This design comes from an exercise in tuning for small area and a short achievable clock period on the open sky130 flow, not from production work. Only simulation tests tie the RTL to the original design; equivalence was not proved. Power figures rest on the tool's default switching activity, not on a simulated workload.

Setup of v41:
Design MIPS, start of the top module:
module MIPS(
	input clk, clear,
	input [15:0] instr,
	output reg [3:0] PC,
	output [15:0] R1, R2, R3
	);
Size in the first run: about 1600 cells after synthesis, about 520 flip-flops, ~70 I/O pins, roughly 23000 µm² of cells after synthesis.
Settings: LEC_CHECK=0, CAP_MARGIN=20, CORE_MARGIN=2, CORE_UTILIZATION=65, CTS_BUF_LIST=sky130_fd_sc_hd__clkbuf_8, CTS_CLUSTER_DIAMETER=50, CTS_CLUSTER_SIZE=16, PLACE_DENSITY=0.75, SETUP_SLACK_MARGIN=4, SLEW_MARGIN=20, SYNTH_HIERARCHICAL=1, SYNTH_MINIMUM_KEEP_SIZE=0; clock period 9.0 ns.
standard.sh (not shown) runs the stock make flow with config.mk's settings and CLKGATE_MAP_FILE= SYNTH_SCRIPT=/design/flow/synth_recipe.tcl, a recipe that flattens the netlist after the stock synthesis.
==> flow/flow/run.sh <==
#!/bin/bash
# Layout flow: the standard ORFS flow (standard.sh, unchanged synthesis),
# with the port buffers made from sky130_fd_sc_hd__buf_1 (resized later where timing needs it) instead of the
# buffer ORFS picks by default (a delay cell). Every input and output port
# still gets its own buffer. The whole make output goes to standard_flow.log.
set -euo pipefail
bash standard.sh "BUFFER_PORTS_ARGS=-buffer_cell sky130_fd_sc_hd__buf_1" finish > standard_flow.log 2>&1
v41 did not stop at any stage, and its layout met the timing, DRC and antenna checks.
Changes in v54 relative to v41:
-- flow/config.mk --
<<< v41, line 14
export PLACE_DENSITY = 0.75
export SETUP_SLACK_MARGIN = 4
>>> v54, line 14
export SETUP_SLACK_MARGIN = 3.9
==> comparison <==
Cmp v54 and v41 / sum of met2 wire segment lengths after detailed routing / lower: v41
Cmp v54 and v41 / data arrival time of the critical path / lower: v41
Quantity of gates resized following cts grows by a few percent when moving from v41 to v54.
On maximum frequency: between v54 and v41, it ends up higher for v41.
Of v54 and v41, v41 shows the higher met3 capacity usage during global routing, with v54 below it.
v54 against v41; static leakage is up slightly.
The part of the power in combinational logic on v54 is in line with that on v41.
Between v41 and v54, total power increased.
Sort v54 and v41 by detail-routed via count per cell desc -> top: v41
> inputs changed (v54 -> v21)
-- flow/config.mk --
<<< v54, line 14
export SETUP_SLACK_MARGIN = 3.9
>>> v21, line 14
export SETUP_SLACK_MARGIN = 4
Findings:
The final layout from v21, which completed every stage, passed the timing, DRC and antenna checks at the end of the flow. v54 → v21: number of standard cells in the layout, taps in and fillers out now sits at about the same level, insertion delay to the later sink of the worst-skew pair neither gained nor lost much, portion of the clock cycle consumed by the worst path in the final layout decreased 2.5 points. Sort v54 and v21 by wire length desc -> top: v21. A endpoint of the most critical setup path of g[7].rr[15] is what v54 shows, while g[7].rr[6] belongs to v21. Comparing post-route cell area for v54 and v21, the bigger number came from v21.
Modified inputs, v5 compared to v21
-- flow/config.mk --
<<< v21, line 14
>>> v5, line 14
export GPL_ROUTABILITY_DRIVEN = 0
Results
Sort v21 and v5 by count of inverters not on the clock network in the layout, ascending, and v5 comes first. In v5 the overall power after layout turned out about 1.7% lower than in v21. v5 gives less summed area of non-filler cells in the final layout than v21 did.

* * *

before:
MIPS, a different RTL version from the one above (not shown whole).
For scale: ~70 I/O pins, roughly 0.024 sq mm of cells after synthesis.
clock: 9.0 ns
lec_check: 0
cap_margin: 20
core_margin: 2
core_utilization: 40
slew_margin: 20
run.sh (not shown) runs the stock make flow with config.mk's settings and CLKGATE_MAP_FILE= SYNTH_SCRIPT=/design/flow/synth_recipe.tcl, a recipe that flattens the netlist after the stock synthesis.
Stock flow here: none of the scripts above is used.
The inputs of after differ from those of before as listed below.
Settings: a change of CORE_UTILIZATION from 40 to 65; an added SETUP_SLACK_MARGIN of 4.2.
==> comparison <==
Sort after and before by wire length of the first global-routing pass, ascending, and before comes first. From before to after the numbers moved as follows: share of the cycle needed by the critical path after routing lower, worst slack after detailed placement higher, fmax higher, area of the multi-input gates higher. On placeable core region, before loses to after. before → after: clock network power share lower; cell-internal power increased by 9.8% relative to the old numbers; post-layout minimum cycle time fell by 1.68 ns. Final standard cell area without fillers (after over before): increase, about 13%. Fraction of final layout cells sized beyond drive strength 1: after higher than before.

* * *

MIPS, a different RTL version from the one above (not shown whole).
Size: roughly 1500 cells after synthesis, about 70 I/O pins.
clock: 9.0 ns
lec_check: 0
cap_margin: 20
core_margin: 2
core_utilization: 60
cts_buf_list: sky130_fd_sc_hd__clkbuf_8
cts_cluster_diameter: 50
cts_cluster_size: 16
setup_slack_margin: 4
slew_margin: 20
synth_hierarchical: 1
synth_minimum_keep_size: 0
standard.sh (not shown) runs the stock make flow with config.mk's settings and CLKGATE_MAP_FILE= SYNTH_SCRIPT=/design/flow/synth_recipe.tcl, a recipe that flattens the netlist after the stock synthesis.
Scripts as last shown in full above: flow/flow/run.sh
Next try:
==> flow/run.sh (new file) <==
#!/bin/bash
# synth_recipe.tcl (not shown) runs the flow's synth.tcl, then flattens the netlist and writes it again
# the make line also repeats each setting of config.mk as NAME=value (left out here)
make -C /OpenROAD-flow-scripts/flow DESIGN_CONFIG=/design/flow/config.mk WORK_HOME=/design/flow/orfs CLKGATE_MAP_FILE= SYNTH_SCRIPT=/design/flow/synth_recipe.tcl finish
- CORE_UTILIZATION: 60 -> 55
- SETUP_SLACK_MARGIN: 4 -> 4.4
removed: flow/flow/run.sh
removed: flow/standard.sh
Effect:
- routed wire length went up by about 12%
- final cell count rises by 8.4%
- worst hold slack gets worse by 11 ps
- area after synthesis does not change
- critical path depth came out higher by 1
- design area is higher by 9.5%
- clock-buffer cell count is unchanged
- sequential share of layout area went down by 5.1 points
Next try:
==> flow/flow/run.sh (new file) <==
#!/bin/bash
# Layout flow: the standard ORFS flow (standard.sh, unchanged synthesis),
# with the port buffers made from sky130_fd_sc_hd__buf_1 (resized later where timing needs it) instead of the
# buffer ORFS picks by default (a delay cell). Every input and output port
# still gets its own buffer. The whole make output goes to standard_flow.log.
set -euo pipefail
bash standard.sh "BUFFER_PORTS_ARGS=-buffer_cell sky130_fd_sc_hd__buf_1" finish > standard_flow.log 2>&1
==> flow/standard.sh (new file) <==
#!/bin/bash
# synth_recipe.tcl (not shown) runs the flow's synth.tcl, then flattens the netlist and writes it again
# the make line also repeats each setting of config.mk as NAME=value (left out here)
make -C /OpenROAD-flow-scripts/flow DESIGN_CONFIG=/design/flow/config.mk WORK_HOME=/design/flow/orfs CLKGATE_MAP_FILE= SYNTH_SCRIPT=/design/flow/synth_recipe.tcl "${@:-finish}"
- CORE_UTILIZATION: 55 -> 65
- SETUP_SLACK_MARGIN: 4.4 -> 4
removed: flow/run.sh
Outcome: Total power drops by 4.8%. Non-clock buffer count shrinks by 135. Worst setup slack gets worse by 140 ps. Cell count came out lower by 9.5%. Clock-buffer cell count shrinks by 2. Area after synthesis is unchanged. Routed wire length goes down by 18%. Worst hold slack improved by 5.6 ps. Critical path depth came out lower by 1.
Next try:
- CTS_BUF_LIST: sky130_fd_sc_hd__clkbuf_8 -> sky130_fd_sc_hd__clkbuf_16
- CTS_CLUSTER_DIAMETER: 50 -> 60
- CTS_CLUSTER_SIZE: 16 -> 24
The changed run passed the timing, DRC and antenna checks; via count is about the same; global-route usage rises by 0.20 points; worst setup slack hardly moves; flip-flop and latch count stays the same; synthesized cell count does not change.
Next try:
- CTS_BUF_LIST: sky130_fd_sc_hd__clkbuf_16 -> sky130_fd_sc_hd__clkbuf_8
- CTS_CLUSTER_DIAMETER: 60 -> 50
- CTS_CLUSTER_SIZE: 24 -> 16
- SETUP_SLACK_MARGIN: 4 -> 4.2
- TNS_END_PERCENT: unset -> 10
After rerunning:
- The new run completed with no timing, DRC or antenna violations
- cell count went up by 5.2%
- maximum frequency shrinks by 6.7%
- global-route usage rose by 5.4 points
- clock power decreases by about 10%
- worst setup slack is worse by 360 ps
- via count rose by 12%
- power came out higher by 0.38%
- wire length grows by 22%
- critical path depth stays the same
Next try:
==> flow/run.sh (new file) <==
#!/bin/bash
# synth_recipe.tcl (not shown) runs the flow's synth.tcl, then flattens the netlist and writes it again
# the make line also repeats each setting of config.mk as NAME=value (left out here)
make -C /OpenROAD-flow-scripts/flow DESIGN_CONFIG=/design/flow/config.mk WORK_HOME=/design/flow/orfs CLKGATE_MAP_FILE= SYNTH_SCRIPT=/design/flow/synth_recipe.tcl finish
- CTS_BUF_LIST: sky130_fd_sc_hd__clkbuf_8 -> sky130_fd_sc_hd__clkbuf_4
- CTS_CLUSTER_DIAMETER: 50 -> unset
- CTS_CLUSTER_SIZE: 16 -> unset
- SETUP_SLACK_MARGIN: 4.2 -> 4.5
- TNS_END_PERCENT: 10 -> unset
removed: flow/flow/run.sh
removed: flow/standard.sh
The changed run went through all stages and came out clean.
Cell count rises by 6.8%.
Worst hold slack got worse by 7.0 ps.
Worst setup slack improved by 470 ps.
Cell area rises by 4.2%.
Flip-flop and latch count is unchanged.
Register-to-register slack stays flat.
Clock skew rises by 10 ps.
Utilization rises by 3.4 points.
Non-clock buffer count rises by 12.
Sequential power is about the same.
Via count rises by 1.7%.

[port drivers added, routing unchanged]
The flow's constraints put no driver on any port. The routed layouts listed below were extracted and timed again, unchanged, in two steps. Step 1: set_driving_cell puts a clkbuf_16 on clk and a buf_2 on each other input, an assumption about the parent block. Step 2 adds t to the input delays and takes it off the output delays; t is the mean of the earliest and latest rising clock arrival at the registers after step 1. Input paths then give back, and output paths get back, about the clock's delay inside the block. Slacks: no drivers / after step 1 / after step 2; pairs: no drivers / after step 1.
run	t, ns	setup WS [ns]	worst setup path after step 2	slew at the worst register clock pin (ns)	pins driven straight from the clock port
v41	0.678	3.974 / 3.990 / 3.312	input to register	0.10 / 0.10	1
v54	0.687	3.848 / 3.860 / 3.173	input to register	0.10 / 0.10	1
v21	0.688	4.077 / 4.104 / 3.416	input to register	0.10 / 0.10	1
v5	0.688	4.015 / 4.043 / 3.355	input to register	0.10 / 0.10	1
before	0.661	1.308 / 1.309 / 0.647	input to register	0.07 / 0.07	1
after	0.665	2.989 / 3.001 / 2.336	input to register	0.07 / 0.07	1
the first run of note 3	0.690	3.871 / 3.903 / 3.213	input to register	0.10 / 0.10	1
the second run of note 3	0.706	4.118 / 3.987 / 3.281	input to register	0.10 / 0.10	1
the third run of note 3	0.657	3.973 / 3.989 / 3.332	input to register	0.10 / 0.10	1
the fourth run of note 3	0.653	3.974 / 3.973 / 3.319	input to register	0.10 / 0.10	1
the fifth run of note 3	0.691	3.613 / 3.583 / 2.892	input to register	0.12 / 0.12	1
the sixth run of note 3	0.907	4.085 / 4.062 / 3.155	input to register	0.10 / 0.10	1
After both steps every run listed still meets setup and hold. For the sixth run of note 3, which loses most, drivers alone change the setup slack by -0.023 ns; drivers and shift together by -0.930 ns.
